This design comes from an exercise in tuning for small area, a short achievable clock period and few clock cycles per item on the open sky130 flow, not from production work. Function was checked by simulation only, so behaviour that the tests miss may differ from the original.

==> run A: inputs <==
## softmax
module softmax #(
    parameter N  = 8,
    parameter NS = 12,                
    parameter L  = 4                  
) (
    input  wire        clk,
    input  wire        rst_n,
    input  wire        in_valid,
    input  wire [31:0] in_data,
    output wire        in_ready,
    output wire        out_valid,
    output wire [31:0] out_data,
    output wire        out_last
);
Settings: LEC_CHECK=0, CAP_MARGIN=20, CORE_MARGIN=2, CORE_UTILIZATION=40, SLEW_MARGIN=20; clock period 16.0 ns.
standard.sh (not shown) runs the stock make flow with config.mk's settings and CLKGATE_MAP_FILE= SYNTH_SCRIPT=/design/flow/synth_recipe.tcl, a recipe that flattens the netlist after the stock synthesis.
==> flow/flow/run.sh <==
#!/bin/bash
# The standard layout (standard.sh), with ORFS's repair_timing asked for a
# larger setup margin so that it also works on paths that already meet the
# clock period. The SDC (clock period and I/O delays) is the design's.
set -e
export SETUP_SLACK_MARGIN=${MARGIN:-11.8}
bash standard.sh > standard.log 2>&1
==> inputs of run E, as changes to run A <==
--- a/flow/design.v
+++ b/flow/design.v
@@ -1224,18 +1224,113 @@
             4'd13: d = 31'h3f61eb51;
             4'd14: d = 31'h3f707d60;
             4'd15: d = 31'h3f781fab;
             default: d = 31'h3f800000;
         endcase
     end
 endmodule
+module exp_pair (
+    input  wire [3:0]  c1,
+    input  wire [3:0]  c2,
+    output reg  [30:0] v
+);
+    wire [30:0] d1;
+    exp_const u1 (.c(c1), .d(d1));
+    wire [7:0]  k = {c1, c2};
+    wire [30:0] pr =
+        ({31{k == 8'h12}} & 31'h50c55bfe) |
+        ({31{k == 8'h13}} & 31'h4de75844) |
+        ({31{k == 8'h14}} & 31'h4c7a7911) |
+        ({31{k == 8'h15}} & 31'h4bb849a4) |
+        ({31{k == 8'h16}} & 31'h4b5f8d5f) |
+        ({31{k == 8'h17}} & 31'h4b2e1a48) |
+        ({31{k == 8'h18}} & 31'h4b19a522) |
+        ({31{k == 8'h19}} & 31'h4b105610) |
+        ({31{k == 8'h1a}} & 31'h4b0be53a) |
+        ({31{k == 8'h1b}} & 31'h4b09b9fe) |
+        ({31{k == 8'h1d}} & 31'h4aef515a) |
+        ({31{k == 8'h1e}} & 31'h4afec0a1) |
+        ({31{k == 8'h1f}} & 31'h4b036b69) |
+        ({31{k == 8'h23}} & 31'h481ef0b2) |
+        ({31{k == 8'h24}} & 31'h46ac14ee) |
+        ({31{k == 8'h25}} & 31'h45fd38ab) |
+        ({31{k == 8'h26}} & 31'h45999626) |
+        ({31{k == 8'h27}} & 31'h456f3a03) |
+        ({31{k == 8'h28}} & 31'h45531de2) |
+        ({31{k == 8'h29}} & 31'h45465369) |
+        ({31{k == 8'h2a}} & 31'h45403957) |
+        ({31{k == 8'h2b}} & 31'h453d3e6b) |
+        ({31{k == 8'h2d}} & 31'h45246afa) |
+        ({31{k == 8'h2e}} & 31'h452f059d) |
+        ({31{k == 8'h2f}} & 31'h453493e5) |
+        ({31{k == 8'h34}} & 31'h43c9b6e2) |
+        ({31{k == 8'h35}} & 31'h431469c4) |
+        ({31{k == 8'h36}} & 31'h42b408c4) |
+        ({31{k == 8'h37}} & 31'h428c35f8) |
+        ({31{k == 8'h38}} & 31'h427778a2) |
+        ({31{k == 8'h39}} & 31'h42687a4b) |
+        ({31{k == 8'h3a}} & 31'h4261533a) |
+        ({31{k == 8'h3b}} & 31'h425dd4ee) |
+        ({31{k == 8'h3d}} & 31'h4240bb14) |
+        ({31{k == 8'h3e}} & 31'h424d292d) |
+        ({31{k == 8'h3f}} & 31'h4253ac61) |
+        ({31{k == 8'h45}} & 31'h41a0af2d) |
+        ({31{k == 8'h46}} & 31'h4142eb7e) |
+        ({31{k == 8'h47}} & 31'h4117cdc4) |
+        ({31{k == 8'h48}} & 31'h4105f763) |
+        ({31{k == 8'h49}} & 31'h40fbb312) |
+        ({31{k == 8'h4a}} & 31'h40f3f49d) |
+        ({31{k == 8'h4b}} & 31'h40f02c5f) |
+        ({31{k == 8'h4d}} & 31'h40d0aa8c) |
+        ({31{k == 8'h4e}} & 31'h40de1fc0) |
+        ({31{k == 8'h4f}} & 31'h40e52ccc) |
+        ({31{k == 8'h56}} & 31'h408f69fe) |
+        ({31{k == 8'h57}} & 31'h405f61c7) |
+        ({31{k == 8'h58}} & 31'h40452245) |
+        ({31{k == 8'h59}} & 31'h403930ad) |
+        ({31{k == 8'h5a}} & 31'h40337e10) |
+        ({31{k == 8'h5b}} & 31'h4030b5ab) |
+        ({31{k == 8'h5d}} & 31'h4019872b) |
+        ({31{k == 8'h5e}} & 31'h40236e02) |
+        ({31{k == 8'h5f}} & 31'h40289e16) |
+        ({31{k == 8'h67}} & 31'h40077ced) |
+        ({31{k == 8'h68}} & 31'h3fef22ae) |
+        ({31{k == 8'h69}} & 31'h3fe0a5a1) |
+        ({31{k == 8'h6a}} & 31'h3fd9bc3e) |
+        ({31{k == 8'h6b}} & 31'h3fd65c11) |
+        ({31{k == 8'h6d}} & 31'h3fba3d28) |
+        ({31{k == 8'h6e}} & 31'h3fc64011) |
+        ({31{k == 8'h6f}} & 31'h3fcc8b1c) |
+        ({31{k == 8'h78}} & 31'h3fba3d28) |
+        ({31{k == 8'h79}} & 31'h3faef48c) |
+        ({31{k == 8'h7a}} & 31'h3fa9928c) |
+        ({31{k == 8'h7b}} & 31'h3fa6f187) |
+        ({31{k == 8'h89}} & 31'h3f9a65c0) |
+        ({31{k == 8'h8a}} & 31'h3f95a5ac) |
+        ({31{k == 8'h8b}} & 31'h3f9353bc) |
+        ({31{k == 8'h9a}} & 31'h3f8c949b) |
+        ({31{k == 8'h9b}} & 31'h3f8a66a7) |
+        ({31{k == 8'hab}} & 31'h3f862491) |
+        ({31{k == 8'hcd}} & 31'h3f2ff230) |
+        ({31{k == 8'hce}} & 31'h3f3b4b29) |
+        ({31{k == 8'hcf}} & 31'h3f413d2a) |
+        ({31{k == 8'hde}} & 31'h3f543b40) |
+        ({31{k == 8'hdf}} & 31'h3f5af7e8) |
+        ({31{k == 8'hef}} & 31'h3f691734) |
+        ({31{k == 8'hff}} & 31'h3f707d5f);
+    always @(*) begin
+        if (c1 == 4'd0)      v = 31'h3f800000;
+        else if (c2 == 4'd0) v = d1;
+        else                 v = pr;
+    end
+endmodule
 module softmax #(
     parameter N  = 8,
-    parameter NS = 12,                
-    parameter L  = 4                  
+    parameter NS = 16,                
+    parameter L  = 5                  
 ) (
     input  wire        clk,
     input  wire        rst_n,
     input  wire        in_valid,
     input  wire [31:0] in_data,
     output wire        in_ready,
     output wire        out_valid,
@@ -1247,25 +1342,26 @@
         inc = (v == NS - 1) ? 4'd0 : v + 4'd1;
     endfunction
     reg        x0_full, xa_full, x1_full;
     reg [31:0] x0;
     reg [10:0] xa_w;
     reg [3:0]  xa_lc;
     reg        xa_neg;
-    reg [3:0]  x1_c1, x1_c2;
+    reg [3:0]  x1_c1, x1_c2, x1_c3;
     reg [10:0] x1_w;
     reg [3:0]  x1_lc;
     reg        x1_neg;
     reg [3:0]  ei;                    
-    wire [10:0] w0, w1, w2;
-    wire [3:0]  lc0, lc1, lc2, c1, c2;
+    wire [10:0] w0, w1, w2, w3;
+    wire [3:0]  lc0, lc1, lc2, lc3, c1, c2, c3;
     wire        neg0;
     exp_prep u_prep (.x(x0), .w(w0), .lc(lc0), .neg(neg0));
     exp_pick u_pk1 (.w(xa_w), .lc(xa_lc), .neg(xa_neg), .c(c1), .w_n(w1), .lc_n(lc1));
     exp_pick u_pk2 (.w(w1), .lc(lc1), .neg(xa_neg), .c(c2), .w_n(w2), .lc_n(lc2));
+    exp_pick u_pk4 (.w(w2), .lc(lc2), .neg(xa_neg), .c(c3), .w_n(w3), .lc_n(lc3));
     reg [30:0] a1;                    
     reg [11:0] bn1, bo1, bt1;         
     reg [7:0]  be1;                   
     reg [10:0] w1x;
     reg [3:0]  lc1x;
     reg        neg1x;
     reg [3:0]  id1;                   
@@ -1311,32 +1407,32 @@
     wire [30:0] prd;
     mul_fin u_mf (.s(m_s), .c(m_c), .e0(m_e0), .z(m_z), .r(prd));
     wire        fin2 = (st2 == LAST) || (st2 == DONE);
     wire [30:0] v2   = (st2 == DONE) ? h2 : prd;
     wire [11:0] bn_s, bo_s, bt_s, bn_x, bo_x, bt_x;
     wire [7:0]  be_s, be_x;
     exp_booth u_bs (.c(sc2), .neg(bn_s), .one(bo_s), .two(bt_s), .e(be_s));
-    exp_booth u_bx (.c(x1_c2), .neg(bn_x), .one(bo_x), .two(bt_x), .e(be_x));
-    wire [30:0] d_c1;
-    exp_const u_d1 (.c(x1_c1), .d(d_c1));
+    exp_booth u_bx (.c(x1_c3), .neg(bn_x), .one(bo_x), .two(bt_x), .e(be_x));
+    wire [30:0] pv;
+    exp_pair u_pv (.c1(x1_c1), .c2(x1_c2), .v(pv));
     wire x1_blk = ((st1 != EMPTY) && (id1 == ei)) || ((st2 != EMPTY) && (id2 == ei));
     wire x1_ok  = x1_full && !x1_blk;
-    wire x1_big = (x1_c2 != 4'd0);
+    wire x1_big = (x1_c3 != 4'd0);
     wire g_p   = fin2 && !full[id2];
     wire g_x   = x1_ok && !x1_big && !full[ei] && !g_p;
     wire       wsel = g_p || g_x;
     wire [3:0] widx = g_p ? id2 : ei;
     wire fr1   = (st2 == EMPTY) || g_p;
     wire ld    = x1_ok && x1_big && fr1;
     wire x1_go = ld || g_x;
     wire xa_go = xa_full && (!x1_full || x1_go);
     wire x0_go = x0_full && (!xa_full || xa_go);
-    reg  rdy;                         
-    assign in_ready = rdy;
-    wire take  = in_valid && rdy;
+    reg  nrdy;                        
+    assign in_ready = !nrdy;
+    wire take  = in_valid && !nrdy;
     wire        sa_go = se_v && !sb && !pending;
     wire        fetch = nf[sp] && (!se_v || sa_go);
     wire [30:0] s_cur;
     add_norm u_sn (.z(acc_z), .en(acc_e), .lz(acc_lz), .s(s_cur));
     wire [23:0] sx_nx, sy_nx;
     wire [7:0]  sec_nx;
     add_pos_a u_sa (.a(se), .b(s_cur), .x(sx_nx), .y(sy_nx), .ec(sec_nx));
@@ -1364,15 +1460,15 @@
     );
     assign out_data = {1'b0, dv_out};
     integer k;
     always @(posedge clk or negedge rst_n) begin
         if (!rst_n) begin
             x0_full <= 1'b0;
             xa_full <= 1'b0;
-            rdy     <= 1'b1;
+            nrdy    <= 1'b0;
             x1_full <= 1'b0;
             ei      <= 4'd0;
             st1     <= EMPTY;
             st2     <= EMPTY;
             full    <= {NS{1'b0}};
             nf      <= {NS{1'b0}};
             wq_v    <= 1'b0;
@@ -1386,15 +1482,15 @@
             lane    <= {{(L-1){1'b0}}, 1'b1};
             acc_z   <= 24'h800000;
             acc_e   <= 8'd0;
             acc_lz  <= 5'd0;
         end else begin
             x0_full <= take || (x0_full && !x0_go);
             xa_full <= x0_go || (xa_full && !xa_go);
-            rdy     <= !(take || (x0_full && !x0_go)) || !(x0_go || (xa_full && !xa_go));
+            nrdy    <= (take || (x0_full && !x0_go)) && (x0_go || (xa_full && !xa_go));
             x1_full <= xa_go || (x1_full && !x1_go);
             if (x1_go) ei <= inc(ei);
             st2 <= (st1 == MUL) ? ((pc == 4'd0) ? LAST : MUL) : st1;
             st1 <= (st2 == MUL) ? MUL : (fin2 && !g_p) ? DONE : ld ? MUL : EMPTY;
             wq_v <= wsel;
             for (k = 0; k < NS; k = k + 1) begin
                 if (wsel && widx == k)       full[k] <= 1'b1;
@@ -1436,16 +1532,17 @@
             xa_w   <= w0;
             xa_lc  <= lc0;
             xa_neg <= neg0;
         end
         if (xa_go) begin
             x1_c1  <= c1;
             x1_c2  <= c2;
-            x1_w   <= w2;
-            x1_lc  <= lc2;
+            x1_c3  <= c3;
+            x1_w   <= w3;
+            x1_lc  <= lc3;
             x1_neg <= xa_neg;
         end
         m_s   <= s_nx;
         m_c   <= c_nx;
         m_e0  <= e0_nx;
         m_z   <= z_nx;
         h2    <= a1;
@@ -1458,18 +1555,18 @@
             a1 <= prd; bn1 <= bn_s; bo1 <= bo_s; bt1 <= bt_s; be1 <= be_s;
             w1x <= w2x; lc1x <= lc2x; neg1x <= neg2x; id1 <= id2;
         end else if (fin2 && !g_p) begin
             a1 <= v2; id1 <= id2;
             bn1 <= bn_x; bo1 <= bo_x; bt1 <= bt_x; be1 <= be_x;
             w1x <= x1_w; lc1x <= x1_lc; neg1x <= x1_neg;
         end else begin
-            a1 <= d_c1; bn1 <= bn_x; bo1 <= bo_x; bt1 <= bt_x; be1 <= be_x;
+            a1 <= pv; bn1 <= bn_x; bo1 <= bo_x; bt1 <= bt_x; be1 <= be_x;
             w1x <= x1_w; lc1x <= x1_lc; neg1x <= x1_neg; id1 <= ei;
         end
-        wq   <= g_p ? v2 : (x1_c1 == 4'd0) ? 31'h3f800000 : d_c1;
+        wq   <= g_p ? v2 : pv;
         wq_i <= widx;
         if (wq_v)
             ebuf[wq_i] <= wq;
         if (fetch)
             se <= ebuf[sp];
         sx  <= sx_nx;
         sy  <= sy_nx;
==> flow/flow/run.sh (replaced) <==
#!/bin/bash
# The standard layout (standard.sh), with ORFS's repair_timing asked for a
# larger setup margin so that it also works on paths that already meet the
# clock period. The SDC (clock period and I/O delays) is the design's.
set -e
export SETUP_SLACK_MARGIN=${MARGIN:-11.5}
bash standard.sh > standard.log 2>&1
==> comparison <==
Run A went through all stages and came out clean. Run E finished clean. Between run A and run E, the lower setup slack is in run A (gap 0.040 ns). In run E the critical path depth is higher than in run A, by 19. Between run E and run A, the lower flip-flop and latch count is in run A (gap 245). Global-route usage: run A is lower than run E (1.9 points). Between run A and run E, the lower clock skew is in run A (gap 0.021 ns). Against run E, the clock-buffer cell count of run A is lower by 30. In run E the first-iteration DRC count is larger than in run A, by about 43%. Of run A and run E, run E has the higher wire length (gap 22%, measured against run E).
==> figures <==
| item | run E | run A |
|---|---|---|
| Area share of buffers outside the clock network | 0.0242 | 0.0310 |
| Most common cell in the netlist | edfxtp_1 | nand2_1 |
| Outcome | complete, no violations | complete, no violations |
| Slew of the pin with the lowest slew margin | 1.16 ns | 1.27 ns |
| Endpoint of the worst hold-timing path | u_div.out_data[2]$_DFF_P_ | u_div.out_data[19]$_DFF_P_ |
| Maximum clock frequency | 211 MHz | 209 MHz |
| Final HPWL DP | 267000 um | 204000 um |
| EDFF count, synth | 916 | 732 |
| Die Ht | 535 um | 490 um |
| Buffers from clock root to sink, at most | 4 | 3 |
| Yosys warning total | 8 | 7 |
| Filler cells | 26.1k | 21.8k |
| Fin crit share | 0.296 | 0.298 |
| Placed instance area | 0.118 mm2 | 0.0988 mm2 |
| Remaining max-slew budget at the tightest pin | 0.221 | 0.148 |
| Routed via count | 90.1k | 73.7k |
| Proportion of synthesized area in mux cells | 0.0937 | 0.0861 |
| Worst setup path start | sy[1]$_DFF_P_ | rdy$_DFF_PN1_ |
| Register-to-Register Path Depth | 20 | 18 |
| Worst-path fanout max | 3 | 2 |
Testbench counts of run A, summed over its fixed seeds: cycles 5,190, vectors 192.
Testbench counts of run E, summed over its fixed seeds: cycles 4,123, vectors 192.

-- re-timing with driven ports --
No port has a modelled driver above. Below, the same layouts with a new extraction and two added sets of constraints.
Step 1 (the two cells are an assumption about what drives the block):
set clk [get_ports {clk}]
set_driving_cell -lib_cell sky130_fd_sc_hd__clkbuf_16 $clk
set_driving_cell -lib_cell sky130_fd_sc_hd__buf_2 [delete_from_list [all_inputs] $clk]
Step 2 also shifts input and output timing later by t, the mid clock arrival at the registers, as if the neighbouring blocks saw the same clock.
Slacks: no drivers / after step 1 / after step 2; pairs: no drivers / after step 1.
run | shift t [ns] | setup slack, ns | hold slack, ns
run A | 0.914 | 11.226 / 11.133 / 11.208 | 0.323 / 0.323 / 0.323
run E | 0.962 | 11.266 / 11.209 / 11.266 | 0.323 / 0.323 / 0.323
After both steps setup and hold are still met in every run listed. For run A, which loses most, drivers alone change the setup slack by -0.093 ns; drivers and shift together by -0.018 ns.
